Background: an optimization exercise with open tools, aiming at small area and a short achievable clock period. Do not read the settings as production practice. No run shown here included a check of the RTL's function; only the layout flow was run.

`flow/design.v`:
```
module MAC_25(
    input         sys_clk,
    input         sys_en,
    input         rst_n,
    input  [7:0]  data_in_a,
    input         sign_data_in_a,
    input  [7:0]  data_in_b,
    output [15:0] mul_output,
    output [24:0] mac_output
);
    wire [64:0] pp;
    wire [15:0] ra, rb, prod;
    wire [24:0] acc_next;
    reg  [24:0] acc;
    mac_pp u_pp(.data_in_a(data_in_a), .sign_data_in_a(sign_data_in_a), .data_in_b(data_in_b), .pp(pp));
    mac_tree u_tree(.pp(pp), .ra(ra), .rb(rb));
    mac_cpa u_cpa(.ra(ra), .rb(rb), .prod(prod));
    mac_acc u_acc(.sys_en(sys_en), .acc(acc), .prod(prod), .acc_next(acc_next));
    assign mul_output = prod;
    always @(posedge sys_clk or negedge rst_n) begin
        if (!rst_n)
            acc <= 25'd0;
        else
            acc <= acc_next;
    end
    assign mac_output = acc;
endmodule
module mac_pp(input [7:0] data_in_a, input sign_data_in_a, input [7:0] data_in_b, output [64:0] pp);
    wire [7:0] a = data_in_a;
    wire       t = sign_data_in_a;
    wire       bz = |data_in_b[6:0];
    wire [7:0] bp = {data_in_b[7] & bz, data_in_b[6:0]} ^ {8{t}};
    wire       sel1 = data_in_b[0];
    wire       sel2 = t & ~data_in_b[0];
    wire pp0_0 = (sel1 & a[0]);
    wire pp0_1 = (sel1 & a[1]) | (sel2 & a[0]);
    wire pp0_2 = (sel1 & a[2]) | (sel2 & a[1]);
    wire pp0_3 = (sel1 & a[3]) | (sel2 & a[2]);
    wire pp0_4 = (sel1 & a[4]) | (sel2 & a[3]);
    wire pp0_5 = (sel1 & a[5]) | (sel2 & a[4]);
    wire pp0_6 = (sel1 & a[6]) | (sel2 & a[5]);
    wire pp0_7 = (sel1 & a[7]) | (sel2 & a[6]);
    wire pp0_8 = (sel2 & a[7]);
    wire pp1_0 = a[0] & bp[1];
    wire pp1_1 = a[1] & bp[1];
    wire pp1_2 = a[2] & bp[1];
    wire pp1_3 = a[3] & bp[1];
    wire pp1_4 = a[4] & bp[1];
    wire pp1_5 = a[5] & bp[1];
    wire pp1_6 = a[6] & bp[1];
    wire pp1_7 = a[7] & bp[1];
    wire pp2_0 = a[0] & bp[2];
    wire pp2_1 = a[1] & bp[2];
    wire pp2_2 = a[2] & bp[2];
    wire pp2_3 = a[3] & bp[2];
    wire pp2_4 = a[4] & bp[2];
    wire pp2_5 = a[5] & bp[2];
    wire pp2_6 = a[6] & bp[2];
    wire pp2_7 = a[7] & bp[2];
    wire pp3_0 = a[0] & bp[3];
    wire pp3_1 = a[1] & bp[3];
    wire pp3_2 = a[2] & bp[3];
    wire pp3_3 = a[3] & bp[3];
    wire pp3_4 = a[4] & bp[3];
    wire pp3_5 = a[5] & bp[3];
    wire pp3_6 = a[6] & bp[3];
    wire pp3_7 = a[7] & bp[3];
    wire pp4_0 = a[0] & bp[4];
    wire pp4_1 = a[1] & bp[4];
    wire pp4_2 = a[2] & bp[4];
    wire pp4_3 = a[3] & bp[4];
    wire pp4_4 = a[4] & bp[4];
    wire pp4_5 = a[5] & bp[4];
    wire pp4_6 = a[6] & bp[4];
    wire pp4_7 = a[7] & bp[4];
    wire pp5_0 = a[0] & bp[5];
    wire pp5_1 = a[1] & bp[5];
    wire pp5_2 = a[2] & bp[5];
    wire pp5_3 = a[3] & bp[5];
    wire pp5_4 = a[4] & bp[5];
    wire pp5_5 = a[5] & bp[5];
    wire pp5_6 = a[6] & bp[5];
    wire pp5_7 = a[7] & bp[5];
    wire pp6_0 = a[0] & bp[6];
    wire pp6_1 = a[1] & bp[6];
    wire pp6_2 = a[2] & bp[6];
    wire pp6_3 = a[3] & bp[6];
    wire pp6_4 = a[4] & bp[6];
    wire pp6_5 = a[5] & bp[6];
    wire pp6_6 = a[6] & bp[6];
    wire pp6_7 = a[7] & bp[6];
    wire nbp7 = ~bp[7];
    wire pp7_0 = ~a[0] | nbp7;
    wire pp7_1 = ~a[1] | nbp7;
    wire pp7_2 = ~a[2] | nbp7;
    wire pp7_3 = ~a[3] | nbp7;
    wire pp7_4 = ~a[4] | nbp7;
    wire pp7_5 = ~a[5] | nbp7;
    wire pp7_6 = ~a[6] | nbp7;
    wire pp7_7 = ~a[7] | nbp7;
    assign pp = {pp7_7, pp7_6, pp6_7, pp7_5, pp6_6, pp5_7, pp7_4, pp6_5, pp5_6, pp4_7, pp7_3, pp6_4, pp5_5, pp4_6, pp3_7, pp7_2, pp6_3, pp5_4, pp4_5, pp3_6, pp2_7, pp7_1, pp6_2, pp5_3, pp4_4, pp3_5, pp2_6, pp1_7, pp0_8, pp7_0, pp6_1, pp5_2, pp4_3, pp3_4, pp2_5, pp1_6, pp0_7, pp6_0, pp5_1, pp4_2, pp3_3, pp2_4, pp1_5, pp0_6, pp5_0, pp4_1, pp3_2, pp2_3, pp1_4, pp0_5, pp4_0, pp3_1, pp2_2, pp1_3, pp0_4, pp3_0, pp2_1, pp1_2, pp0_3, pp2_0, pp1_1, pp0_2, pp1_0, pp0_1, pp0_0};
endmodule
module mac_tree(input [64:0] pp, output [15:0] ra, output [15:0] rb);
    wire pp0_0 = pp[0];
    wire pp0_1 = pp[1];
    wire pp1_0 = pp[2];
    wire pp0_2 = pp[3];
    wire pp1_1 = pp[4];
    wire pp2_0 = pp[5];
    wire pp0_3 = pp[6];
    wire pp1_2 = pp[7];
    wire pp2_1 = pp[8];
    wire pp3_0 = pp[9];
    wire pp0_4 = pp[10];
    wire pp1_3 = pp[11];
    wire pp2_2 = pp[12];
    wire pp3_1 = pp[13];
    wire pp4_0 = pp[14];
    wire pp0_5 = pp[15];
    wire pp1_4 = pp[16];
    wire pp2_3 = pp[17];
    wire pp3_2 = pp[18];
    wire pp4_1 = pp[19];
    wire pp5_0 = pp[20];
    wire pp0_6 = pp[21];
    wire pp1_5 = pp[22];
    wire pp2_4 = pp[23];
    wire pp3_3 = pp[24];
    wire pp4_2 = pp[25];
    wire pp5_1 = pp[26];
    wire pp6_0 = pp[27];
    wire pp0_7 = pp[28];
    wire pp1_6 = pp[29];
    wire pp2_5 = pp[30];
    wire pp3_4 = pp[31];
    wire pp4_3 = pp[32];
    wire pp5_2 = pp[33];
    wire pp6_1 = pp[34];
    wire pp7_0 = pp[35];
    wire pp0_8 = pp[36];
    wire pp1_7 = pp[37];
    wire pp2_6 = pp[38];
    wire pp3_5 = pp[39];
    wire pp4_4 = pp[40];
    wire pp5_3 = pp[41];
    wire pp6_2 = pp[42];
    wire pp7_1 = pp[43];
    wire pp2_7 = pp[44];
    wire pp3_6 = pp[45];
    wire pp4_5 = pp[46];
    wire pp5_4 = pp[47];
    wire pp6_3 = pp[48];
    wire pp7_2 = pp[49];
    wire pp3_7 = pp[50];
    wire pp4_6 = pp[51];
    wire pp5_5 = pp[52];
    wire pp6_4 = pp[53];
    wire pp7_3 = pp[54];
    wire pp4_7 = pp[55];
    wire pp5_6 = pp[56];
    wire pp6_5 = pp[57];
    wire pp7_4 = pp[58];
    wire pp5_7 = pp[59];
    wire pp6_6 = pp[60];
    wire pp7_5 = pp[61];
    wire pp6_7 = pp[62];
    wire pp7_6 = pp[63];
    wire pp7_7 = pp[64];
    wire s1 = pp0_2 ^ pp1_1 ^ pp2_0;
    wire c2 = (pp0_2 & pp1_1) | (pp0_2 & pp2_0) | (pp1_1 & pp2_0);
    wire s3 = pp0_3 ^ pp1_2 ^ pp2_1;
    wire c4 = (pp0_3 & pp1_2) | (pp0_3 & pp2_1) | (pp1_2 & pp2_1);
    wire s5 = pp3_0 ^ c2 ^ s3;
    wire c6 = (pp3_0 & c2) | (pp3_0 & s3) | (c2 & s3);
    wire s7 = pp0_4 ^ pp1_3 ^ pp2_2;
    wire c8 = (pp0_4 & pp1_3) | (pp0_4 & pp2_2) | (pp1_3 & pp2_2);
    wire s9 = pp3_1 ^ pp4_0 ^ c4;
    wire c10 = (pp3_1 & pp4_0) | (pp3_1 & c4) | (pp4_0 & c4);
    wire s11 = s7 ^ c6;
    wire c12 = s7 & c6;
    wire s13 = pp0_5 ^ pp1_4 ^ pp2_3;
    wire c14 = (pp0_5 & pp1_4) | (pp0_5 & pp2_3) | (pp1_4 & pp2_3);
    wire s15 = pp3_2 ^ pp4_1 ^ pp5_0;
    wire c16 = (pp3_2 & pp4_1) | (pp3_2 & pp5_0) | (pp4_1 & pp5_0);
    wire s17 = c8 ^ s13 ^ s15;
    wire c18 = (c8 & s13) | (c8 & s15) | (s13 & s15);
    wire s19 = c10 ^ s17;
    wire c20 = c10 & s17;
    wire s21 = pp0_6 ^ pp1_5 ^ pp2_4;
    wire c22 = (pp0_6 & pp1_5) | (pp0_6 & pp2_4) | (pp1_5 & pp2_4);
    wire s23 = pp3_3 ^ pp4_2 ^ pp5_1;
    wire c24 = (pp3_3 & pp4_2) | (pp3_3 & pp5_1) | (pp4_2 & pp5_1);
    wire s25 = pp6_0 ^ c14 ^ c16;
    wire c26 = (pp6_0 & c14) | (pp6_0 & c16) | (c14 & c16);
    wire s27 = s21 ^ s23 ^ c18;
    wire c28 = (s21 & s23) | (s21 & c18) | (s23 & c18);
    wire s29 = s25 ^ c20;
    wire c30 = s25 & c20;
    wire s31 = 1'b1 ^ pp0_7 ^ pp1_6;
    wire c32 = (1'b1 & pp0_7) | (1'b1 & pp1_6) | (pp0_7 & pp1_6);
    wire s33 = pp2_5 ^ pp3_4 ^ pp4_3;
    wire c34 = (pp2_5 & pp3_4) | (pp2_5 & pp4_3) | (pp3_4 & pp4_3);
    wire s35 = pp5_2 ^ pp6_1 ^ c22;
    wire c36 = (pp5_2 & pp6_1) | (pp5_2 & c22) | (pp6_1 & c22);
    wire s37 = c24 ^ s31 ^ s33;
    wire c38 = (c24 & s31) | (c24 & s33) | (s31 & s33);
    wire s39 = c26 ^ pp7_0 ^ s35;
    wire c40 = (c26 & pp7_0) | (c26 & s35) | (pp7_0 & s35);
    wire s41 = s37 ^ c28 ^ c30;
    wire c42 = (s37 & c28) | (s37 & c30) | (c28 & c30);
    wire s43 = pp0_8 ^ pp1_7 ^ pp2_6;
    wire c44 = (pp0_8 & pp1_7) | (pp0_8 & pp2_6) | (pp1_7 & pp2_6);
    wire s45 = pp3_5 ^ pp4_4 ^ pp5_3;
    wire c46 = (pp3_5 & pp4_4) | (pp3_5 & pp5_3) | (pp4_4 & pp5_3);
    wire s47 = pp6_2 ^ c32 ^ c34;
    wire c48 = (pp6_2 & c32) | (pp6_2 & c34) | (c32 & c34);
    wire s49 = s43 ^ s45 ^ c36;
    wire c50 = (s43 & s45) | (s43 & c36) | (s45 & c36);
    wire s51 = c38 ^ pp7_1 ^ s47;
    wire c52 = (c38 & pp7_1) | (c38 & s47) | (pp7_1 & s47);
    wire s53 = c40 ^ s49 ^ s51;
    wire c54 = (c40 & s49) | (c40 & s51) | (s49 & s51);
    wire s55 = pp2_7 ^ pp3_6 ^ pp4_5;
    wire c56 = (pp2_7 & pp3_6) | (pp2_7 & pp4_5) | (pp3_6 & pp4_5);
    wire s57 = pp5_4 ^ pp6_3 ^ c44;
    wire c58 = (pp5_4 & pp6_3) | (pp5_4 & c44) | (pp6_3 & c44);
    wire s59 = c46 ^ s55 ^ c48;
    wire c60 = (c46 & s55) | (c46 & c48) | (s55 & c48);
    wire s61 = pp7_2 ^ s57 ^ c50;
    wire c62 = (pp7_2 & s57) | (pp7_2 & c50) | (s57 & c50);
    wire s63 = c52 ^ s59 ^ s61;
    wire c64 = (c52 & s59) | (c52 & s61) | (s59 & s61);
    wire s65 = pp3_7 ^ pp4_6 ^ pp5_5;
    wire c66 = (pp3_7 & pp4_6) | (pp3_7 & pp5_5) | (pp4_6 & pp5_5);
    wire s67 = pp6_4 ^ c56 ^ s65;
    wire c68 = (pp6_4 & c56) | (pp6_4 & s65) | (c56 & s65);
    wire s69 = c58 ^ pp7_3 ^ s67;
    wire c70 = (c58 & pp7_3) | (c58 & s67) | (pp7_3 & s67);
    wire s71 = c60 ^ s69 ^ c62;
    wire c72 = (c60 & s69) | (c60 & c62) | (s69 & c62);
    wire s73 = pp4_7 ^ pp5_6 ^ pp6_5;
    wire c74 = (pp4_7 & pp5_6) | (pp4_7 & pp6_5) | (pp5_6 & pp6_5);
    wire s75 = c66 ^ s73 ^ c68;
    wire c76 = (c66 & s73) | (c66 & c68) | (s73 & c68);
    wire s77 = pp7_4 ^ c70 ^ s75;
    wire c78 = (pp7_4 & c70) | (pp7_4 & s75) | (c70 & s75);
    wire s79 = pp5_7 ^ pp6_6 ^ c74;
    wire c80 = (pp5_7 & pp6_6) | (pp5_7 & c74) | (pp6_6 & c74);
    wire s81 = pp7_5 ^ s79 ^ c76;
    wire c82 = (pp7_5 & s79) | (pp7_5 & c76) | (s79 & c76);
    wire s83 = pp6_7 ^ c80 ^ pp7_6;
    wire c84 = (pp6_7 & c80) | (pp6_7 & pp7_6) | (c80 & pp7_6);
    assign ra = {1'b1, pp7_7, s83, c78, s77, c64, c54, c42, s39, s27, c12, s9, s5, s1, pp0_1, pp0_0};
    assign rb = {1'b0, c84, c82, s81, c72, s71, s63, s53, s41, s29, s19, s11, 1'b0, 1'b0, pp1_0, 1'b0};
endmodule
module mac_cpa(input [15:0] ra, input [15:0] rb, output [15:0] prod);
    wire [15:0] g85 = ra & rb;
    wire [15:0] p86 = ra ^ rb;
    wire G87 = g85[1] | (p86[1] & g85[0]);
    wire P88 = p86[1] & p86[0];
    wire G89 = g85[3] | (p86[3] & g85[2]);
    wire P90 = p86[3] & p86[2];
    wire G91 = g85[5] | (p86[5] & g85[4]);
    wire P92 = p86[5] & p86[4];
    wire G93 = g85[7] | (p86[7] & g85[6]);
    wire P94 = p86[7] & p86[6];
    wire G95 = g85[9] | (p86[9] & g85[8]);
    wire P96 = p86[9] & p86[8];
    wire G97 = g85[11] | (p86[11] & g85[10]);
    wire P98 = p86[11] & p86[10];
    wire G99 = g85[13] | (p86[13] & g85[12]);
    wire P100 = p86[13] & p86[12];
    wire G101 = g85[15] | (p86[15] & g85[14]);
    wire P102 = p86[15] & p86[14];
    wire G103 = g85[2] | (p86[2] & G87);
    wire P104 = p86[2] & P88;
    wire G105 = G89 | (P90 & G87);
    wire P106 = P90 & P88;
    wire G107 = g85[6] | (p86[6] & G91);
    wire P108 = p86[6] & P92;
    wire G109 = G93 | (P94 & G91);
    wire P110 = P94 & P92;
    wire G111 = g85[10] | (p86[10] & G95);
    wire P112 = p86[10] & P96;
    wire G113 = G97 | (P98 & G95);
    wire P114 = P98 & P96;
    wire G115 = g85[14] | (p86[14] & G99);
    wire P116 = p86[14] & P100;
    wire G117 = G101 | (P102 & G99);
    wire P118 = P102 & P100;
    wire G119 = g85[4] | (p86[4] & G105);
    wire P120 = p86[4] & P106;
    wire G121 = G91 | (P92 & G105);
    wire P122 = P92 & P106;
    wire G123 = G107 | (P108 & G105);
    wire P124 = P108 & P106;
    wire G125 = G109 | (P110 & G105);
    wire P126 = P110 & P106;
    wire G127 = g85[12] | (p86[12] & G113);
    wire P128 = p86[12] & P114;
    wire G129 = G99 | (P100 & G113);
    wire P130 = P100 & P114;
    wire G131 = G115 | (P116 & G113);
    wire P132 = P116 & P114;
    wire G133 = G117 | (P118 & G113);
    wire P134 = P118 & P114;
    wire G135 = g85[8] | (p86[8] & G125);
    wire P136 = p86[8] & P126;
    wire G137 = G95 | (P96 & G125);
    wire P138 = P96 & P126;
    wire G139 = G111 | (P112 & G125);
    wire P140 = P112 & P126;
    wire G141 = G113 | (P114 & G125);
    wire P142 = P114 & P126;
    wire G143 = G127 | (P128 & G125);
    wire P144 = P128 & P126;
    wire G145 = G129 | (P130 & G125);
    wire P146 = P130 & P126;
    wire G147 = G131 | (P132 & G125);
    wire P148 = P132 & P126;
    wire G149 = G133 | (P134 & G125);
    wire P150 = P134 & P126;
    assign prod = p86 ^ {G147, G145, G143, G141, G139, G137, G135, G125, G123, G121, G119, G105, G103, G87, g85[0], 1'b0};
endmodule
module mac_acc(input sys_en, input [24:0] acc, input [15:0] prod, output [24:0] acc_next);
    wire [15:0] pg = prod & {16{sys_en}};
    wire cy16;
    wire [15:0] lo_sum;
    wire [15:0] g151 = acc[15:0] & pg;
    wire [15:0] p152 = acc[15:0] ^ pg;
    wire G153 = g151[1] | (p152[1] & g151[0]);
    wire P154 = p152[1] & p152[0];
    wire G155 = g151[3] | (p152[3] & g151[2]);
    wire P156 = p152[3] & p152[2];
    wire G157 = g151[5] | (p152[5] & g151[4]);
    wire P158 = p152[5] & p152[4];
    wire G159 = g151[7] | (p152[7] & g151[6]);
    wire P160 = p152[7] & p152[6];
    wire G161 = g151[9] | (p152[9] & g151[8]);
    wire P162 = p152[9] & p152[8];
    wire G163 = g151[11] | (p152[11] & g151[10]);
    wire P164 = p152[11] & p152[10];
    wire G165 = g151[13] | (p152[13] & g151[12]);
    wire P166 = p152[13] & p152[12];
    wire G167 = g151[15] | (p152[15] & g151[14]);
    wire P168 = p152[15] & p152[14];
    wire G169 = g151[2] | (p152[2] & G153);
    wire P170 = p152[2] & P154;
    wire G171 = G155 | (P156 & G153);
    wire P172 = P156 & P154;
    wire G173 = g151[6] | (p152[6] & G157);
    wire P174 = p152[6] & P158;
    wire G175 = G159 | (P160 & G157);
    wire P176 = P160 & P158;
    wire G177 = g151[10] | (p152[10] & G161);
    wire P178 = p152[10] & P162;
    wire G179 = G163 | (P164 & G161);
    wire P180 = P164 & P162;
    wire G181 = g151[14] | (p152[14] & G165);
    wire P182 = p152[14] & P166;
    wire G183 = G167 | (P168 & G165);
    wire P184 = P168 & P166;
    wire G185 = g151[4] | (p152[4] & G171);
    wire P186 = p152[4] & P172;
    wire G187 = G157 | (P158 & G171);
    wire P188 = P158 & P172;
    wire G189 = G173 | (P174 & G171);
    wire P190 = P174 & P172;
    wire G191 = G175 | (P176 & G171);
    wire P192 = P176 & P172;
    wire G193 = g151[12] | (p152[12] & G179);
    wire P194 = p152[12] & P180;
    wire G195 = G165 | (P166 & G179);
    wire P196 = P166 & P180;
    wire G197 = G181 | (P182 & G179);
    wire P198 = P182 & P180;
    wire G199 = G183 | (P184 & G179);
    wire P200 = P184 & P180;
    wire G201 = g151[8] | (p152[8] & G191);
    wire P202 = p152[8] & P192;
    wire G203 = G161 | (P162 & G191);
    wire P204 = P162 & P192;
    wire G205 = G177 | (P178 & G191);
    wire P206 = P178 & P192;
    wire G207 = G179 | (P180 & G191);
    wire P208 = P180 & P192;
    wire G209 = G193 | (P194 & G191);
    wire P210 = P194 & P192;
    wire G211 = G195 | (P196 & G191);
    wire P212 = P196 & P192;
    wire G213 = G197 | (P198 & G191);
    wire P214 = P198 & P192;
    wire G215 = G199 | (P200 & G191);
    wire P216 = P200 & P192;
    assign lo_sum = p152 ^ {G213, G211, G209, G207, G205, G203, G201, G191, G189, G187, G185, G171, G169, G153, g151[0], 1'b0};
    assign cy16 = G215;
    assign acc_next[15:0] = lo_sum;
    wire inc = cy16 & ~pg[15];
    wire dec = pg[15] & ~cy16;
    wire [8:0] hi = acc[24:16];
    wire [8:0] ones, zeros;
    assign ones[0] = 1'b1;
    assign zeros[0] = 1'b1;
    assign ones[1] = ones[0] & hi[0];
    assign zeros[1] = zeros[0] & ~hi[0];
    assign ones[2] = ones[1] & hi[1];
    assign zeros[2] = zeros[1] & ~hi[1];
    assign ones[3] = ones[2] & hi[2];
    assign zeros[3] = zeros[2] & ~hi[2];
    assign ones[4] = ones[3] & hi[3];
    assign zeros[4] = zeros[3] & ~hi[3];
    assign ones[5] = ones[4] & hi[4];
    assign zeros[5] = zeros[4] & ~hi[4];
    assign ones[6] = ones[5] & hi[5];
    assign zeros[6] = zeros[5] & ~hi[5];
    assign ones[7] = ones[6] & hi[6];
    assign zeros[7] = zeros[6] & ~hi[6];
    assign ones[8] = ones[7] & hi[7];
    assign zeros[8] = zeros[7] & ~hi[7];
    assign acc_next[24:16] = hi ^ (({9{inc}} & ones) | ({9{dec}} & zeros));
endmodule
```
`flow/flow/run.sh`:
```
#!/bin/bash
set -euo pipefail
sed 's/yosys synth -nofsm -noshare/yosys synth -nofsm -noshare -noabc/' synth_recipe.tcl > my_synth.tcl
bash standard.sh "SYNTH_SCRIPT=$PWD/my_synth.tcl" "BUFFER_PORTS_ARGS=-buffer_cell sky130_fd_sc_hd__buf_1" finish > standard.log 2>&1
```
`flow/standard.sh`:
```
#!/bin/bash
# synth_recipe.tcl (not shown) runs the flow's synth.tcl, then flattens the netlist and writes it again
# the make line also repeats each setting of config.mk as NAME=value (left out here)
make -C /OpenROAD-flow-scripts/flow DESIGN_CONFIG=/design/flow/config.mk WORK_HOME=/design/flow/orfs CLKGATE_MAP_FILE= SYNTH_SCRIPT=/design/flow/synth_recipe.tcl "${@:-finish}"
```
`flow/config.mk`:
```
export PLATFORM = sky130hd
export DESIGN_NAME = MAC_25
export DESIGN_NICKNAME = MAC_25
export VERILOG_FILES = /design/flow/design.v
export SDC_FILE = /design/flow/constraint.sdc
export NUM_CORES = 4
export LEC_CHECK = 0
export CAP_MARGIN = 20
export CORE_MARGIN = 2
export CORE_UTILIZATION = 40
export SETUP_SLACK_MARGIN = 2.5
export SLEW_MARGIN = 20
```
`flow/constraint.sdc`:
```
create_clock -name core_clock -period 12.0 [get_ports {sys_clk}]
set_input_delay 2.4000 -clock core_clock [delete_from_list [all_inputs] [get_ports {sys_clk}]]
set_output_delay 2.4000 -clock core_clock [all_outputs]
set_load 0.01 [all_outputs]
```
==> results of run 1 <==
==> cell type report <==
class / count / area (sq um)
clock buffers: 4 / 45.0
fillers: 792 / 4370
inverters: 6 / 22.5
multi-input cells: 297 / 2860
flip-flops and latches: 25 / 626
well taps: 105 / 131
repair buffers: 62 / 246
==> cell usage after synthesis, types with 2 or more instances <==
cell type                  instances
sky130_fd_sc_hd__nand2_1          15
sky130_fd_sc_hd__buf_4             3
sky130_fd_sc_hd__o21ai_1           4
sky130_fd_sc_hd__ha_1             34
sky130_fd_sc_hd__nor3_1            2
sky130_fd_sc_hd__a21o_1           10
sky130_fd_sc_hd__and4_1            3
sky130_fd_sc_hd__inv_1             6
sky130_fd_sc_hd__nor2b_1           4
sky130_fd_sc_hd__a31oi_1           8
sky130_fd_sc_hd__nand3_1           3
sky130_fd_sc_hd__nor3b_1           2
sky130_fd_sc_hd__clkbuf_1          4
sky130_fd_sc_hd__nor3_2            2
sky130_fd_sc_hd__mux2i_1           2
sky130_fd_sc_hd__o21ai_0           4
sky130_fd_sc_hd__nor2_1           15
sky130_fd_sc_hd__dfrtp_1          25
sky130_fd_sc_hd__fa_1             44
sky130_fd_sc_hd__and3_1            4
sky130_fd_sc_hd__and2_1           65
sky130_fd_sc_hd__o211ai_1          4
sky130_fd_sc_hd__a22o_1            7
sky130_fd_sc_hd__xnor2_1          16
sky130_fd_sc_hd__o21a_1            4
sky130_fd_sc_hd__a21oi_1           8
sky130_fd_sc_hd__or4b_4            2
sky130_fd_sc_hd__nand2b_1          2
sky130_fd_sc_hd__xor2_1           18
==> timing repair <==
item	CTS	global route
gates resized for setup	5	10
pin swaps	0	2
endpoints found under the setup margin	5	5
==> worst paths after layout <==
check | startpoint | endpoint | depth (start not counted)
worst min register to register | acc[24]$_DFF_PN0_ | acc[24]$_DFF_PN0_ | 1
min in group asynchronous | rst_n | acc[17]$_DFF_PN0_ | 2
worst max register to register | acc[0]$_DFF_PN0_ | acc[24]$_DFF_PN0_ | 13
max in group asynchronous | rst_n | acc[2]$_DFF_PN0_ | 2
worst max-delay path | sign_data_in_a | mul_output[13] | 15
worst min-delay path | acc[24]$_DFF_PN0_ | acc[24]$_DFF_PN0_ | 1
==> metal layers <==
layer	global-route usage, %	routed length (um)
met5	0	0
met4	1.84	52
met3	2.88	243
met2	25.2	3500
met1	22.6	3400
==> logic make-up (layout without fill, tap and decap cells) <==
kind of cell / Yosys count / in the layout
DFF: 25 / 25
AOI/OAI and AO/OA: 58 / 58
adders and majority gates: 78 / 78
buffers and inverters: 13 / 72
muxes: 2 / 2
xor gates and xnor gates: 34 / 34
and+or+nand+nor: 125 / 125
==> through the flow <==
stage	worst slack, ns	instance area (sq um)	instances	util (%)
floorplan	2.66	3470	335	-
global placement	2.31	3800	495	45.8
detailed placement	2.12	3800	495	45.8
CTS	2.52	3880	499	46.7
global route	2.54	3930	499	47.4
finish	2.67	3930	499	47.4
==> critical path, delay by kind of cell <==
family,cells,cell delay [ns]
AOI/OAI and AO/OA,2,0.46
xor gates and xnor gates,2,0.38
adders and majority gates,6,2.48
buffers and inverters,2,0.34
and+or+nand+nor,3,0.86
==> results.yml, run 1 <==
timing:
  timing.max_slew.rel_slack_pct: 51.3
  report.final.hold_viol_count: 0
  worst_clock_skew_ns: 0.00331
  fmaxAchievable_ghz: 0.107
  setup_total_negative_slack_ns: 0
  post-route-period-util_pct: 77.7
  setup_violations: 0
  rsz0062_at_grt: "no"
  worst_slew_pin_slew_ns: 0.726
  period_minus_slack_ns: 9.33
  fin_hold_ws_ns: 0.478
  timing_max_transition_violations_final: 0
logic_synthesis:
  synth_area_leader_cell: "sky130_fd_sc_hd__fa_1"
  multiplexer_share_of_the_synthesized_area_pct: 0.577
  compound_gate_fraction_of_synth_area_pct: 12.1
  post_synthesis_share_of_cell_area_spent_on_and_or_nand_and_nor_gates_pct: 21.3
  yosys_most_used_dff: "sky130_fd_sc_hd__dfrtp_1"
  synth-edff-count: 0
  synth_sequential_area_ratio_pct: 18.0
  postSynthAreaPerCell_sq_um: 10.4
  netlist.area_leader.share_pct: 25.4
  yosysWarnings: 1
  synth_xor_area_share_pct: 8.58
  syn_inst: 335
  synthDistinctLibCells: 44
  async_reset_ff_share_pct: 100
  synth_area_leaders: "sky130_fd_sc_hd__fa_1 25%, sky130_fd_sc_hd__dfrtp_1 18%, sky130_fd_sc_hd__ha_1 12%, sky130_fd_sc_hd__and2_1 12%, sky130_fd_sc_hd__xor2_1 4.5%"
  postSynthRegisterBits: 25
  synthesis.area_sq_um: 3470
  adder_cell_fraction_of_synth_area_pct: 37.6
  synth.net_count: 433
  synth_top_family_by_area: "adder cells"
critical_path:
  startpoint_type: "input pin"
  timing_worst_setup_path_type: "in2out"
  worst_path_largest_cell_delay_ns: 0.52
  critical_path_arrival_ns: 6.93
  worstPathRequired_ns: 9.60
  reg2reg_slack_ns: 8.01
  top_fanout_value_on_the_critical_path: 8
  critPathCaptureType: "primary output"
  timing.critical_path.mode_cell: "sky130_fd_sc_hd__fa_1"
  path_cells: "buf_4 -> xor2_4 -> and2_1 -> fa_1 -> fa_1 -> fa_1 -> fa_1 -> fa_1 -> ha_4 -> a21oi_4 -> or4b_4 -> o2111a_2 -> nor3_4 -> xnor2_1 -> clkbuf_2"
  slowest_stage: "sky130_fd_sc_hd__fa_1"
layout:
  antenna-diode-count: 0
  flip_flop_count_of_the_largest_register_after_layout: 25
  share_of_cells_above_drive_strength_1_pct: 6.09
  largest_registers: "acc: 25 flops"
  final_net_count: 493
  max_flop_register: "acc"
  mostFrequentLayoutCell: "sky130_fd_sc_hd__and2_1"
  syn2layout_area_growth_pct: 13.3
  most-common-layout-cells: "65 x sky130_fd_sc_hd__and2_1, 57 x sky130_fd_sc_hd__buf_1, 44 x sky130_fd_sc_hd__fa_1"
cts:
  cts_buffer_depth: 2
  cts_max_level: 1
  clk_root_buffer_cell: "sky130_fd_sc_hd__clkbuf_8"
  clock_tree_from_tritoncts: "built"
  worstSkewPairLatency_ns: 0.27
  cts.sinks: 25
  postCtsHoldBufs: 0
  numCtsBuffers: 3
  clkTransAtPathRegs_ns: 0.08
  cts_setup_buffers: 0
placed_design:
  detailed_place_hpwl_um: 6050
  globalplace.congestion: 0.854
  place.port_buffers: 60
flow_run:
  max-cap-violations: 0
floorplanning:
  rows: 33
  io_pins: 61
  dieHeight_um: 97.1
  core_area_sq_um: 8300
  start_util_pct: 41.8
  die_area_sq_um: 9440
  die_w_um: 97.1
grt:
  maximum_number_of_pins_on_one_net_before_global_route_repair: 26
  wire_length_of_the_first_global_routing_pass_um: 12400
  antenna_found_initial: 0
  gr-usage-all-layers_pct: 15.6
  grt_overflow_total: 0
  grt_pass1_vias: 2618
detailed_routing:
  post_drt_via_cell_ratio: 5.22
  post_detailed_route_wirelength_per_cell_um: 14.4
  drtIter0Drc: 85
  route.detailed.drc: 0
  via_count: 2605
  antenna_violating_nets_post_route: 0
  drt_pre_antenna_iters: 4
  wl_um: 7200
run_status:
  run_status: "finished clean"
hold_path:
  hold_path.class: "reg2reg"
==> run 2, diff against run 1 <==
--- a/flow/design.v
+++ b/flow/design.v
@@ -10,3 +10,3 @@
 );
-    wire [64:0] pp;
+    wire [66:0] pp;
     wire [15:0] ra, rb, prod;
@@ -27,3 +27,3 @@
 endmodule
-module mac_pp(input [7:0] data_in_a, input sign_data_in_a, input [7:0] data_in_b, output [64:0] pp);
+module mac_pp(input [7:0] data_in_a, input sign_data_in_a, input [7:0] data_in_b, output [66:0] pp);
     wire [7:0] a = data_in_a;
@@ -91,14 +91,15 @@
     wire pp6_7 = a[7] & bp[6];
-    wire nbp7 = ~bp[7];
-    wire pp7_0 = ~a[0] | nbp7;
-    wire pp7_1 = ~a[1] | nbp7;
-    wire pp7_2 = ~a[2] | nbp7;
-    wire pp7_3 = ~a[3] | nbp7;
-    wire pp7_4 = ~a[4] | nbp7;
-    wire pp7_5 = ~a[5] | nbp7;
-    wire pp7_6 = ~a[6] | nbp7;
-    wire pp7_7 = ~a[7] | nbp7;
-    assign pp = {pp7_7, pp7_6, pp6_7, pp7_5, pp6_6, pp5_7, pp7_4, pp6_5, pp5_6, pp4_7, pp7_3, pp6_4, pp5_5, pp4_6, pp3_7, pp7_2, pp6_3, pp5_4, pp4_5, pp3_6, pp2_7, pp7_1, pp6_2, pp5_3, pp4_4, pp3_5, pp2_6, pp1_7, pp0_8, pp7_0, pp6_1, pp5_2, pp4_3, pp3_4, pp2_5, pp1_6, pp0_7, pp6_0, pp5_1, pp4_2, pp3_3, pp2_4, pp1_5, pp0_6, pp5_0, pp4_1, pp3_2, pp2_3, pp1_4, pp0_5, pp4_0, pp3_1, pp2_2, pp1_3, pp0_4, pp3_0, pp2_1, pp1_2, pp0_3, pp2_0, pp1_1, pp0_2, pp1_0, pp0_1, pp0_0};
+    wire pp7_0 = bp[7] & ~a[0];
+    wire pp7_1 = bp[7] & ~a[1];
+    wire pp7_2 = bp[7] & ~a[2];
+    wire pp7_3 = bp[7] & ~a[3];
+    wire pp7_4 = bp[7] & ~a[4];
+    wire pp7_5 = bp[7] & ~a[5];
+    wire pp7_6 = bp[7] & ~a[6];
+    wire pp7_7 = bp[7] & ~a[7];
+    wire pp7_8 = bp[7];
+    wire pp7_c = bp[7];
+    assign pp = {pp7_8, pp7_7, pp7_6, pp6_7, pp7_5, pp6_6, pp5_7, pp7_4, pp6_5, pp5_6, pp4_7, pp7_3, pp6_4, pp5_5, pp4_6, pp3_7, pp7_2, pp6_3, pp5_4, pp4_5, pp3_6, pp2_7, pp7_1, pp6_2, pp5_3, pp4_4, pp3_5, pp2_6, pp1_7, pp0_8, pp7_c, pp7_0, pp6_1, pp5_2, pp4_3, pp3_4, pp2_5, pp1_6, pp0_7, pp6_0, pp5_1, pp4_2, pp3_3, pp2_4, pp1_5, pp0_6, pp5_0, pp4_1, pp3_2, pp2_3, pp1_4, pp0_5, pp4_0, pp3_1, pp2_2, pp1_3, pp0_4, pp3_0, pp2_1, pp1_2, pp0_3, pp2_0, pp1_1, pp0_2, pp1_0, pp0_1, pp0_0};
 endmodule
-module mac_tree(input [64:0] pp, output [15:0] ra, output [15:0] rb);
+module mac_tree(input [66:0] pp, output [15:0] ra, output [15:0] rb);
     wire pp0_0 = pp[0];
@@ -139,31 +140,33 @@
     wire pp7_0 = pp[35];
-    wire pp0_8 = pp[36];
-    wire pp1_7 = pp[37];
-    wire pp2_6 = pp[38];
-    wire pp3_5 = pp[39];
-    wire pp4_4 = pp[40];
-    wire pp5_3 = pp[41];
-    wire pp6_2 = pp[42];
-    wire pp7_1 = pp[43];
-    wire pp2_7 = pp[44];
-    wire pp3_6 = pp[45];
-    wire pp4_5 = pp[46];
-    wire pp5_4 = pp[47];
-    wire pp6_3 = pp[48];
-    wire pp7_2 = pp[49];
-    wire pp3_7 = pp[50];
-    wire pp4_6 = pp[51];
-    wire pp5_5 = pp[52];
-    wire pp6_4 = pp[53];
-    wire pp7_3 = pp[54];
-    wire pp4_7 = pp[55];
-    wire pp5_6 = pp[56];
-    wire pp6_5 = pp[57];
-    wire pp7_4 = pp[58];
-    wire pp5_7 = pp[59];
-    wire pp6_6 = pp[60];
-    wire pp7_5 = pp[61];
-    wire pp6_7 = pp[62];
-    wire pp7_6 = pp[63];
-    wire pp7_7 = pp[64];
+    wire pp7_c = pp[36];
+    wire pp0_8 = pp[37];
+    wire pp1_7 = pp[38];
+    wire pp2_6 = pp[39];
+    wire pp3_5 = pp[40];
+    wire pp4_4 = pp[41];
+    wire pp5_3 = pp[42];
+    wire pp6_2 = pp[43];
+    wire pp7_1 = pp[44];
+    wire pp2_7 = pp[45];
+    wire pp3_6 = pp[46];
+    wire pp4_5 = pp[47];
+    wire pp5_4 = pp[48];
+    wire pp6_3 = pp[49];
+    wire pp7_2 = pp[50];
+    wire pp3_7 = pp[51];
+    wire pp4_6 = pp[52];
+    wire pp5_5 = pp[53];
+    wire pp6_4 = pp[54];
+    wire pp7_3 = pp[55];
+    wire pp4_7 = pp[56];
+    wire pp5_6 = pp[57];
+    wire pp6_5 = pp[58];
+    wire pp7_4 = pp[59];
+    wire pp5_7 = pp[60];
+    wire pp6_6 = pp[61];
+    wire pp7_5 = pp[62];
+    wire pp6_7 = pp[63];
+    wire pp7_6 = pp[64];
+    wire pp7_7 = pp[65];
+    wire pp7_8 = pp[66];
     wire s1 = pp0_2 ^ pp1_1 ^ pp2_0;
@@ -178,4 +181,4 @@
     wire c10 = (pp3_1 & pp4_0) | (pp3_1 & c4) | (pp4_0 & c4);
-    wire s11 = s7 ^ c6;
-    wire c12 = s7 & c6;
+    wire s11 = s7 ^ c6 ^ s9;
+    wire c12 = (s7 & c6) | (s7 & s9) | (c6 & s9);
     wire s13 = pp0_5 ^ pp1_4 ^ pp2_3;
@@ -186,4 +189,4 @@
     wire c18 = (c8 & s13) | (c8 & s15) | (s13 & s15);
-    wire s19 = c10 ^ s17;
-    wire c20 = c10 & s17;
+    wire s19 = c10 ^ s17 ^ c12;
+    wire c20 = (c10 & s17) | (c10 & c12) | (s17 & c12);
     wire s21 = pp0_6 ^ pp1_5 ^ pp2_4;
@@ -196,16 +199,16 @@
     wire c28 = (s21 & s23) | (s21 & c18) | (s23 & c18);
-    wire s29 = s25 ^ c20;
-    wire c30 = s25 & c20;
-    wire s31 = 1'b1 ^ pp0_7 ^ pp1_6;
-    wire c32 = (1'b1 & pp0_7) | (1'b1 & pp1_6) | (pp0_7 & pp1_6);
-    wire s33 = pp2_5 ^ pp3_4 ^ pp4_3;
-    wire c34 = (pp2_5 & pp3_4) | (pp2_5 & pp4_3) | (pp3_4 & pp4_3);
-    wire s35 = pp5_2 ^ pp6_1 ^ c22;
-    wire c36 = (pp5_2 & pp6_1) | (pp5_2 & c22) | (pp6_1 & c22);
-    wire s37 = c24 ^ s31 ^ s33;
-    wire c38 = (c24 & s31) | (c24 & s33) | (s31 & s33);
-    wire s39 = c26 ^ pp7_0 ^ s35;
-    wire c40 = (c26 & pp7_0) | (c26 & s35) | (pp7_0 & s35);
-    wire s41 = s37 ^ c28 ^ c30;
-    wire c42 = (s37 & c28) | (s37 & c30) | (c28 & c30);
+    wire s29 = s25 ^ s27;
+    wire c30 = s25 & s27;
+    wire s31 = pp0_7 ^ pp1_6 ^ pp2_5;
+    wire c32 = (pp0_7 & pp1_6) | (pp0_7 & pp2_5) | (pp1_6 & pp2_5);
+    wire s33 = pp3_4 ^ pp4_3 ^ pp5_2;
+    wire c34 = (pp3_4 & pp4_3) | (pp3_4 & pp5_2) | (pp4_3 & pp5_2);
+    wire s35 = pp6_1 ^ c22 ^ c24;
+    wire c36 = (pp6_1 & c22) | (pp6_1 & c24) | (c22 & c24);
+    wire s37 = s31 ^ s33 ^ c26;
+    wire c38 = (s31 & s33) | (s31 & c26) | (s33 & c26);
+    wire s39 = pp7_c ^ pp7_0 ^ s35;
+    wire c40 = (pp7_c & pp7_0) | (pp7_c & s35) | (pp7_0 & s35);
+    wire s41 = c28 ^ s37 ^ s39;
+    wire c42 = (c28 & s37) | (c28 & s39) | (s37 & s39);
     wire s43 = pp0_8 ^ pp1_7 ^ pp2_6;
@@ -218,4 +221,4 @@
     wire c50 = (s43 & s45) | (s43 & c36) | (s45 & c36);
-    wire s51 = c38 ^ pp7_1 ^ s47;
-    wire c52 = (c38 & pp7_1) | (c38 & s47) | (pp7_1 & s47);
+    wire s51 = pp7_1 ^ s47 ^ c38;
+    wire c52 = (pp7_1 & s47) | (pp7_1 & c38) | (s47 & c38);
     wire s53 = c40 ^ s49 ^ s51;
@@ -230,4 +233,4 @@
     wire c62 = (pp7_2 & s57) | (pp7_2 & c50) | (s57 & c50);
-    wire s63 = c52 ^ s59 ^ s61;
-    wire c64 = (c52 & s59) | (c52 & s61) | (s59 & s61);
+    wire s63 = s59 ^ c52 ^ s61;
+    wire c64 = (s59 & c52) | (s59 & s61) | (c52 & s61);
     wire s65 = pp3_7 ^ pp4_6 ^ pp5_5;
@@ -252,4 +255,4 @@
     wire c84 = (pp6_7 & c80) | (pp6_7 & pp7_6) | (c80 & pp7_6);
-    assign ra = {1'b1, pp7_7, s83, c78, s77, c64, c54, c42, s39, s27, c12, s9, s5, s1, pp0_1, pp0_0};
-    assign rb = {1'b0, c84, c82, s81, c72, s71, s63, s53, s41, s29, s19, s11, 1'b0, 1'b0, pp1_0, 1'b0};
+    assign ra = {pp7_8, pp7_7, s83, c78, s77, c64, c54, c42, c30, c20, s19, s11, s5, s1, pp0_1, pp0_0};
+    assign rb = {1'b0, c84, c82, s81, c72, s71, s63, s53, s41, s29, 1'b0, 1'b0, 1'b0, 1'b0, pp1_0, 1'b0};
 endmodule
--- a/flow/config.mk
+++ b/flow/config.mk
@@ -10,3 +10,3 @@
 export CORE_UTILIZATION = 40
-export SETUP_SLACK_MARGIN = 2.5
+export SETUP_SLACK_MARGIN = 3
 export SLEW_MARGIN = 20
==> results.yml, run 2 <==
cts:
  cts_buffer_depth: 2
  cts_max_level: 1
  clkTransAtPathRegs_ns: 0.09
  worstSkewPairLatency_ns: 0.27
  numCtsBuffers: 3
  clock_tree_from_tritoncts: "built"
  cts.sinks: 25
  postCtsHoldBufs: 0
  clk_root_buffer_cell: "sky130_fd_sc_hd__clkbuf_8"
timing:
  worst_slew_pin_slew_ns: 0.485
  timing.max_slew.rel_slack_pct: 67.7
  setup_total_negative_slack_ns: 0
  fmaxAchievable_ghz: 0.112
  post-route-period-util_pct: 74.4
  report.final.hold_viol_count: 0
  period_minus_slack_ns: 8.92
  rsz0062_at_grt: "yes"
  timing_max_transition_violations_final: 0
  setup_violations: 0
  postLayoutSetupSlackWorst_ns: 3.08
  worst_clock_skew_ns: 0.00754
grt:
  grt_overflow_total: 0
  grt_pass1_vias: 2614
  maximum_number_of_pins_on_one_net_before_global_route_repair: 26
  antenna_found_initial: 0
  wire_length_of_the_first_global_routing_pass_um: 12400
  gr-usage-all-layers_pct: 17.0
floorplanning:
  dieHeight_um: 96.5
  start_util_pct: 41.4
  die_w_um: 96.5
  rows: 33
  die_area_sq_um: 9310
  core_area_sq_um: 8260
  io_pins: 61
layout:
  stdcell_area_sq_um: 4290
  antenna-diode-count: 0
  flip_flop_count_of_the_largest_register_after_layout: 25
  mostFrequentLayoutCell: "sky130_fd_sc_hd__and2_1"
  largest_registers: "acc: 25 flops"
  most-common-layout-cells: "56 x sky130_fd_sc_hd__and2_1, 49 x sky130_fd_sc_hd__buf_1, 33 x sky130_fd_sc_hd__fa_1"
  share_of_cells_above_drive_strength_1_pct: 22.4
  final_net_count: 490
  final-instance-count-excl-fill: 498
  syn2layout_area_growth_pct: 25.5
  utilization_pct: 52.0
  max_flop_register: "acc"
critical_path:
  worstPathRequired_ns: 9.60
  critPathCaptureType: "primary output"
  slowest_stage: "sky130_fd_sc_hd__fa_2"
  worst_path_largest_cell_delay_ns: 0.55
  reg2reg_slack_ns: 8.45
  startpoint_type: "input pin"
  timing.critical_path.mode_cell: "sky130_fd_sc_hd__fa_2"
  critical_path_arrival_ns: 6.52
  reg2reg_to: "acc[24]$_DFF_PN0_"
  r2r_cells: 13
  timing_worst_setup_path_type: "in2out"
  top_fanout_value_on_the_critical_path: 7
  startpoint: "sign_data_in_a"
  reg2reg_from: "acc[0]$_DFF_PN0_"
  path_cells: "buf_16 -> xor2_4 -> and2_4 -> fa_2 -> fa_2 -> fa_2 -> fa_2 -> fa_2 -> ha_1 -> a21o_1 -> a221o_2 -> a221oi_4 -> a211o_1 -> nand2_1 -> buf_2"
placed_design:
  globalplace.congestion: 0.792
  place.port_buffers: 60
  count_of_placed_standard_cells_including_taps: 475
  detailed_place_hpwl_um: 5780
  detailedPlace.worstSlack_ns: 2.05
  placement.cell_area_sq_um: 3780
logic_synthesis:
  synth_sequential_area_ratio_pct: 18.3
  synth.net_count: 414
  yosys_most_used_dff: "sky130_fd_sc_hd__dfrtp_1"
  netlist.area_leader.share_pct: 26.9
  synth_area_leader_cell: "sky130_fd_sc_hd__fa_1"
  ys_top_cells_by_count: "64 x sky130_fd_sc_hd__and2_1, 46 x sky130_fd_sc_hd__fa_1, 30 x sky130_fd_sc_hd__ha_1, 25 x sky130_fd_sc_hd__dfrtp_1, 20 x sky130_fd_sc_hd__xor2_1"
  synthesis.area_sq_um: 3420
  postSynthRegisterBits: 25
  synth-edff-count: 0
  synthDistinctLibCells: 50
  synth_most_common_cell: "sky130_fd_sc_hd__and2_1"
  synth_area_leaders: "sky130_fd_sc_hd__fa_1 27%, sky130_fd_sc_hd__dfrtp_1 18%, sky130_fd_sc_hd__and2_1 12%, sky130_fd_sc_hd__ha_1 11%, sky130_fd_sc_hd__xor2_1 5.1%"
  yosysWarnings: 1
  async_reset_ff_share_pct: 100
  postSynthAreaPerCell_sq_um: 10.8
  syn_inst: 318
detailed_routing:
  via_count: 2577
  wl_um: 7460
  drtIter0Drc: 55
  post_detailed_route_wirelength_per_cell_um: 15.0
  post_drt_via_cell_ratio: 5.17
  antenna_violating_nets_post_route: 0
  route.detailed.drc: 0
  drt_pre_antenna_iters: 4
hold_path:
  min_delay_worst_endpoint: "acc[24]$_DFF_PN0_"
  hold_path_startpoint: "acc[24]$_DFF_PN0_"
  hold-path-cell-count: 1
  hold_path.class: "reg2reg"
flow_run:
  max-cap-violations: 0
run_status:
  run_status: "finished clean"
==> run 2: metrics by stage <==
step	hold WS (ns)
floorplan	0.508
global placement	0.461
detailed placement	0.463
CTS	0.480
global route	0.531
finish	0.472
==> run 2: cells by family (layout without fill, tap and decap cells) <==
| family | count (synthesis) | count (layout) | share of synthesized area (%) |
|---|---|---|---|
| AND/OR/NAND/NOR | 114 | 114 | 20.0 |
| adder cells (fa/ha/maj) | 76 | 76 | 37.9 |
| AO/OA/AOI/OAI | 48 | 48 | 10.9 |
| XOR/XNOR | 37 | 37 | 10.0 |
| flip-flops | 25 | 25 | 18.3 |
| buffers and inverters | 17 | 92 | 2.56 |
| multiplexers | 1 | 1 | 0.293 |
==> run 2: what timing repair did <==
item	CTS	global route
pin swaps	26	20
buffers inserted	13	6
cloned	0	0
gates resized for setup	53	17
endpoints found under the setup margin	14	12
==> run 2: worst max path at each step <==
stage / end / slack, ns / cells past startpoint
5_1_grt: mul_output[15] / 2.90 / 15
3_5_place_dp: acc[24]$_DFF_PN0_ / 2.05 / 25
6_report: mul_output[14] / 3.08 / 15
2_1_floorplan: mul_output[15] / 3.00 / 14
3_3_place_gp: acc[24]$_DFF_PN0_ / 2.22 / 25
4_1_cts: mul_output[14] / 2.96 / 15
==> run 2: layer usage <==
layer	up-vias	global-route usage, %	routed length, um
met5	-	0	0
met4	0	2.58	70
met3	6	2.64	257
met2	39	28.2	3720
met1	1293	24.0	3410
li1	1239	-	-
==> run 2: cell type report <==
cell class	count	area [sq um]
fillers	758	3960
repair buffers	80	459
flip-flops and latches	25	626
clock inverters	1	5.00
clock buffers	3	41.3
multi-input cells	276	3000
well taps	105	131
inverters	8	32.5
==> run 2: critical path: cells and delay by family <==
kind,cells,cell delay (ns)
compound gates,4,1.11
xor+xnor,1,0.21
fa+ha+maj,6,2.28
buf+inv,2,0.28
simple gates,2,0.23
==> run 3, diff against run 2 <==
--- a/flow/config.mk
+++ b/flow/config.mk
@@ -10,3 +10,3 @@
 export CORE_UTILIZATION = 40
-export SETUP_SLACK_MARGIN = 3
+export SETUP_SLACK_MARGIN = 2.0
 export SLEW_MARGIN = 20
==> results.yml, run 3 <==
run_status:
  run_status: "finished clean"
layout:
  antenna-diode-count: 0
  syn2layout_area_growth_pct: 10.8
  nFillCells: 843
  share_of_cells_above_drive_strength_1_pct: 5.61
  most-common-layout-cells: "64 x sky130_fd_sc_hd__and2_1, 58 x sky130_fd_sc_hd__buf_1, 46 x sky130_fd_sc_hd__fa_1"
  flip_flop_count_of_the_largest_register_after_layout: 25
  max_flop_register: "acc"
  mostFrequentLayoutCell: "sky130_fd_sc_hd__and2_1"
  final_net_count: 471
  largest_registers: "acc: 25 flops"
floorplanning:
  io_pins: 61
  start_util_pct: 41.4
  core_area_sq_um: 8260
  dieHeight_um: 96.5
  rows: 33
  die_w_um: 96.5
  die_area_sq_um: 9310
logic_synthesis:
  post_synthesis_share_of_cell_area_spent_on_and_or_nand_and_nor_gates_pct: 20.0
  synth_sequential_area_ratio_pct: 18.3
  multiplexer_share_of_the_synthesized_area_pct: 0.293
  syn_inst: 318
  synthDistinctLibCells: 50
  ys_top_cells_by_count: "64 x sky130_fd_sc_hd__and2_1, 46 x sky130_fd_sc_hd__fa_1, 30 x sky130_fd_sc_hd__ha_1, 25 x sky130_fd_sc_hd__dfrtp_1, 20 x sky130_fd_sc_hd__xor2_1"
  netlist.area_leader.share_pct: 26.9
  async_reset_ff_share_pct: 100
  synth_area_leader_cell: "sky130_fd_sc_hd__fa_1"
  synth_top_family_by_area: "adder cells"
  postSynthAreaPerCell_sq_um: 10.8
  synth_area_leaders: "sky130_fd_sc_hd__fa_1 27%, sky130_fd_sc_hd__dfrtp_1 18%, sky130_fd_sc_hd__and2_1 12%, sky130_fd_sc_hd__ha_1 11%, sky130_fd_sc_hd__xor2_1 5.1%"
  synth_xor_area_share_pct: 10.0
  compound_gate_fraction_of_synth_area_pct: 10.9
  postSynthRegisterBits: 25
  synth.net_count: 414
  yosysWarnings: 1
  synth_most_common_cell: "sky130_fd_sc_hd__and2_1"
  adder_cell_fraction_of_synth_area_pct: 37.9
  yosys_most_used_dff: "sky130_fd_sc_hd__dfrtp_1"
  synth-edff-count: 0
  synthesis.area_sq_um: 3420
timing:
  setup_total_negative_slack_ns: 0
  worst_clock_skew_ns: 0.00508
  worst_slew_pin_slew_ns: 0.618
  setup_violations: 0
  post-route-period-util_pct: 81.3
  period_minus_slack_ns: 9.76
  fmaxAchievable_ghz: 0.102
  rsz0062_at_grt: "yes"
  timing.max_slew.rel_slack_pct: 58.8
  report.final.hold_viol_count: 0
  timing_max_transition_violations_final: 0
detailed_routing:
  post_detailed_route_wirelength_per_cell_um: 14.4
  wl_um: 6880
  route.detailed.drc: 0
  antenna_violating_nets_post_route: 0
  drt_pre_antenna_iters: 4
  drtIter0Drc: 61
  via_count: 2479
  post_drt_via_cell_ratio: 5.18
grt:
  wire_length_of_the_first_global_routing_pass_um: 11500
  maximum_number_of_pins_on_one_net_before_global_route_repair: 26
  met1_usage_pct: 21.6
  grt_pass1_vias: 2464
  grt_overflow_total: 0
  top_usage_layer: "met2"
  grt_use_met3_pct: 2.33
  global_route.usage.met2_pct: 27.0
  gr-usage-all-layers_pct: 15.6
  antenna_found_initial: 0
hold_path:
  hold_path_startpoint: "acc[24]$_DFF_PN0_"
  hold_path.class: "reg2reg"
  min_delay_worst_endpoint: "acc[24]$_DFF_PN0_"
  hold-path-cell-count: 1
cts:
  cts.sinks: 25
  cts_buffer_depth: 2
  cts_max_level: 1
  numCtsBuffers: 3
  cts_setup_buffers: 0
  clkTransAtPathRegs_ns: 0.09
  post_cts.resized_instances: 1
  postCtsHoldBufs: 0
  worstSkewPairLatency_ns: 0.28
  clock_tree_from_tritoncts: "built"
  clk_root_buffer_cell: "sky130_fd_sc_hd__clkbuf_8"
critical_path:
  reg2reg_slack_ns: 8.11
  timing_worst_setup_path_type: "in2out"
  worstPathRequired_ns: 9.60
  top_fanout_value_on_the_critical_path: 8
  critPathCaptureType: "primary output"
  reg2reg_to: "acc[24]$_DFF_PN0_"
  reg2reg_from: "acc[0]$_DFF_PN0_"
  critical_path_arrival_ns: 7.36
  startpoint_type: "input pin"
  r2r_cells: 13
placed_design:
  place.port_buffers: 60
  globalplace.congestion: 0.747
  detailed_place_hpwl_um: 5930
flow_run:
  max-cap-violations: 0
-- run 3: cells by family after synthesis --
logic type / count (synthesis)
adders and majority gates: 76
xor gates and xnor gates: 37
AOI/OAI and AO/OA: 48
DFF: 25
muxes: 1
buffers and inverters: 17
and+or+nand+nor: 114
-- run 3: worst max-delay path by stage --
stage | startpoint | to | slack, ns | cells past startpoint
floorplan | data_in_b[0] | mul_output[15] | 2.68 | 15
global placement | sign_data_in_a | mul_output[15] | 1.96 | 15
detailed placement | sign_data_in_a | acc[24]$_DFF_PN0_ | 1.81 | 25
CTS | data_in_b[0] | mul_output[15] | 2.05 | 15
global route | sign_data_in_a | acc[24]$_DFF_PN0_ | 1.95 | 25
finish | sign_data_in_a | mul_output[15] | 2.24 | 15
-- run 3: critical path, stage by stage --
cell and delay (ns):
sky130_fd_sc_hd__buf_2 0.26, sky130_fd_sc_hd__xor2_1 0.24, sky130_fd_sc_hd__and2_1 0.24, sky130_fd_sc_hd__fa_1 0.42
sky130_fd_sc_hd__fa_1 0.42, sky130_fd_sc_hd__fa_1 0.39, sky130_fd_sc_hd__fa_1 0.48, sky130_fd_sc_hd__fa_1 0.49
sky130_fd_sc_hd__ha_1 0.38, sky130_fd_sc_hd__a21o_1 0.22, sky130_fd_sc_hd__a221o_2 0.36, sky130_fd_sc_hd__a221oi_1 0.59
sky130_fd_sc_hd__nor2_1 0.12, sky130_fd_sc_hd__xnor2_1 0.17, sky130_fd_sc_hd__buf_1 0.17
-- run 3: layer usage --
| metal | vias up | part of all wire (%) |
|---|---|---|
| met4 | 0 | 0.25 |
| met1 | 1235 | 46 |
| met3 | 3 | 3.5 |
| li1 | 1204 | - |
| met2 | 37 | 51 |
| met5 | - | 0 |
-- run 3: layout make-up --
type | count | area [sq um] | share of cell area, %
sequential | 25 | 626 | 16.5
inverter | 8 | 32.5 | 0.858
clock buffer | 3 | 41.3 | 1.09
timing repair buffer | 61 | 235 | 6.20
tap | 105 | 131 | 3.46
clock inverter | 1 | 5.00 | 0.132
multi-input combinational | 276 | 2720 | 71.8
-- run 3: through the flow --
step                      area [sq um]  hold WS, ns  std cells  util, %  setup WS, ns
final                             3790        0.485        479     45.9          2.24
after CTS                         3780        0.492        479     45.8          2.05
after global routing              3790        0.519        479     45.9          1.95
after floorplan                   3420        0.508        318        -          2.68
after detailed placement          3730        0.475        475     45.2          1.81
after global placement            3730        0.465        475     45.2          1.96
==> run 4, diff against run 3 <==
--- a/flow/config.mk
+++ b/flow/config.mk
@@ -10,3 +10,3 @@
 export CORE_UTILIZATION = 40
-export SETUP_SLACK_MARGIN = 2.0
+export SETUP_SLACK_MARGIN = 2.5
 export SLEW_MARGIN = 20
==> results.yml, run 4 <==
run_status:
  run_status: "finished clean"
critical_path:
  r2r_cells: 13
  reg2reg_to: "acc[24]$_DFF_PN0_"
  worstPathRequired_ns: 9.60
  timing_worst_setup_path_type: "in2out"
  top_fanout_value_on_the_critical_path: 8
  critPathCaptureType: "primary output"
  worst_path_largest_cell_delay_ns: 0.56
  path_cells: "buf_6 -> xor2_4 -> and2_4 -> fa_1 -> fa_2 -> fa_2 -> fa_1 -> fa_1 -> ha_2 -> a21o_1 -> a221o_2 -> a221oi_4 -> nor2_2 -> xnor2_1 -> buf_2"
  startpoint_type: "input pin"
  reg2reg_slack_ns: 8.31
  slowest_stage: "sky130_fd_sc_hd__fa_1"
  timing.critical_path.mode_cell: "sky130_fd_sc_hd__fa_1"
  critical_path_arrival_ns: 6.90
  reg2reg_from: "acc[0]$_DFF_PN0_"
floorplanning:
  die_area_sq_um: 9310
  rows: 33
  die_w_um: 96.5
  start_util_pct: 41.4
  dieHeight_um: 96.5
  core_area_sq_um: 8260
  io_pins: 61
logic_synthesis:
  synth_sequential_area_ratio_pct: 18.3
  synth-edff-count: 0
  synthesis.area_sq_um: 3420
  postSynthRegisterBits: 25
  synth.net_count: 414
  synthDistinctLibCells: 50
  synth_area_leader_cell: "sky130_fd_sc_hd__fa_1"
  syn_inst: 318
  async_reset_ff_share_pct: 100
  yosys_most_used_dff: "sky130_fd_sc_hd__dfrtp_1"
  synth_area_leaders: "sky130_fd_sc_hd__fa_1 27%, sky130_fd_sc_hd__dfrtp_1 18%, sky130_fd_sc_hd__and2_1 12%, sky130_fd_sc_hd__ha_1 11%, sky130_fd_sc_hd__xor2_1 5.1%"
  netlist.area_leader.share_pct: 26.9
  synth_most_common_cell: "sky130_fd_sc_hd__and2_1"
  ys_top_cells_by_count: "64 x sky130_fd_sc_hd__and2_1, 46 x sky130_fd_sc_hd__fa_1, 30 x sky130_fd_sc_hd__ha_1, 25 x sky130_fd_sc_hd__dfrtp_1, 20 x sky130_fd_sc_hd__xor2_1"
  yosysWarnings: 1
  postSynthAreaPerCell_sq_um: 10.8
placed_design:
  placement.cell_area_sq_um: 3730
  place.port_buffers: 60
  globalplace.congestion: 0.747
  count_of_placed_standard_cells_including_taps: 475
  detailedPlace.worstSlack_ns: 1.81
  detailed_place_hpwl_um: 5930
layout:
  antenna-diode-count: 0
  max_flop_register: "acc"
  stdcell_area_sq_um: 3960
  flip_flop_count_of_the_largest_register_after_layout: 25
  utilization_pct: 47.9
  syn2layout_area_growth_pct: 15.6
  final_net_count: 474
  mostFrequentLayoutCell: "sky130_fd_sc_hd__and2_1"
  share_of_cells_above_drive_strength_1_pct: 11.4
  final-instance-count-excl-fill: 482
  largest_registers: "acc: 25 flops"
  most-common-layout-cells: "62 x sky130_fd_sc_hd__and2_1, 53 x sky130_fd_sc_hd__buf_1, 44 x sky130_fd_sc_hd__fa_1"
timing:
  timing.max_slew.rel_slack_pct: 60.7
  rsz0062_at_grt: "no"
  timing_max_transition_violations_final: 0
  worst_slew_pin_slew_ns: 0.588
  fin_hold_ws_ns: 0.485
  report.final.hold_viol_count: 0
  fmaxAchievable_ghz: 0.108
  setup_total_negative_slack_ns: 0
  setup_violations: 0
  post-route-period-util_pct: 77.5
  postLayoutSetupSlackWorst_ns: 2.70
  period_minus_slack_ns: 9.30
  worst_clock_skew_ns: 0.00531
detailed_routing:
  detailroute.wirelength.met3_um: 240
  drtIter0Drc: 77
  post_drt_via_cell_ratio: 5.18
  post_detailed_route_wirelength_per_cell_um: 14.5
  drt_pre_antenna_iters: 4
  antenna_violating_nets_post_route: 0
  route.layer.met1.wl_um: 3180
  route.detailed.drc: 0
  highest-signal-layer: "met4"
  wl_um: 6990
  via_count: 2498
  met2RoutedLength_um: 3560
cts:
  clkTransAtPathRegs_ns: 0.09
  cts_buffer_depth: 2
  postCtsHoldBufs: 0
  cts.sinks: 25
  worstSkewPairLatency_ns: 0.28
  cts_max_level: 1
  clock_tree_from_tritoncts: "built"
  numCtsBuffers: 3
  clk_root_buffer_cell: "sky130_fd_sc_hd__clkbuf_8"
grt:
  gr-usage-all-layers_pct: 15.7
  maximum_number_of_pins_on_one_net_before_global_route_repair: 26
  wire_length_of_the_first_global_routing_pass_um: 11600
  grt_pass1_vias: 2464
  antenna_found_initial: 0
  grt_overflow_total: 0
hold_path:
  hold_path.class: "reg2reg"
  min_delay_worst_endpoint: "acc[24]$_DFF_PN0_"
  hold-path-cell-count: 1
  hold_path_startpoint: "acc[24]$_DFF_PN0_"
flow_run:
  max-cap-violations: 0
run 4: cell counts after synthesis:
Identical to the previous run, type by type.
run 4: cells by family (layout without fill, tap and decap cells):
group / after synthesis / after routing / synth area share [%]
AND/OR/NAND/NOR: 114 / 114 / 20.0
adder cells (fa/ha/maj): 76 / 76 / 37.9
AO/OA/AOI/OAI: 48 / 48 / 10.9
XOR/XNOR: 37 / 37 / 10.0
flip-flops: 25 / 25 / 18.3
buffers and inverters: 17 / 76 / 2.56
multiplexers: 1 / 1 / 0.293
run 4: worst max-delay path by stage:
stage / from / endpoint / cells past startpoint
global placement: sign_data_in_a / mul_output[15] / 15
finish: sign_data_in_a / mul_output[15] / 15
global route: sign_data_in_a / acc[24]$_DFF_PN0_ / 25
detailed placement: sign_data_in_a / acc[24]$_DFF_PN0_ / 25
floorplan: data_in_b[0] / mul_output[15] / 15
CTS: sign_data_in_a / mul_output[14] / 15
run 4: per-layer routing:
metal,track usage [%],vias to the layer above
met5,0,-
met3,2.33,3
li1,-,1206
met4,1.41,0
met2,27.3,39
met1,21.6,1250
run 4: what timing repair did:
item,in CTS,in global routing
pin swaps,1,6
gates resized for setup,12,20
setup endpoints to repair,10,7
buffers inserted,0,3
run 4: area by class of cell:
cell class | count | area, sq um
fillers | 827 | 4300
repair buffers | 64 | 270
well taps | 105 | 131
inverters | 8 | 32.5
clock inverters | 1 | 5.00
flip-flops and latches | 25 | 626
multi-input cells | 276 | 2850
clock buffers | 3 | 41.3
run 4: critical path: cells and delay by family:
| family | cells | cell delay [ns] |
|---|---|---|
| and+or+nand+nor | 2 | 0.25 |
| AOI/OAI and AO/OA | 3 | 1.02 |
| buffers and inverters | 2 | 0.31 |
| xor gates and xnor gates | 2 | 0.36 |
| adders and majority gates | 6 | 2.55 |

[separate check: timing with driven ports]
No port has a modelled driver above. Below, the same layouts with a new extraction and two added sets of constraints. Step 1 assumes that a clkbuf_16 drives the clock port and a buf_2 every other input. Step 2 adds t to the input delays and takes it off the output delays; t is the mean of the earliest and latest rising clock arrival at the registers after step 1. Input paths then give back, and output paths get back, about the clock's delay inside the block. Slacks: ideal ports / drivers / drivers and shift; pairs: ideal ports / drivers.
run	shift t [ns]	slack for setup (ns)	worst setup path at the end	worst data-port slew with drivers (ns)	pins driven straight from the clock port
run 1	0.292	2.670 / 2.647 / 2.580	input to register	0.03	1
run 2	0.294	3.077 / 3.017 / 3.017	input to output	0.08	1
run 3	0.294	2.244 / 2.221 / 2.190	input to register	0.03	1
run 4	0.295	2.704 / 2.672 / 2.672	input to output	0.04	1
After both steps setup and hold are still met in every run listed. The setup slack of run 1, which loses most, moves by -0.023 ns with the drivers and by -0.090 ns with both steps.
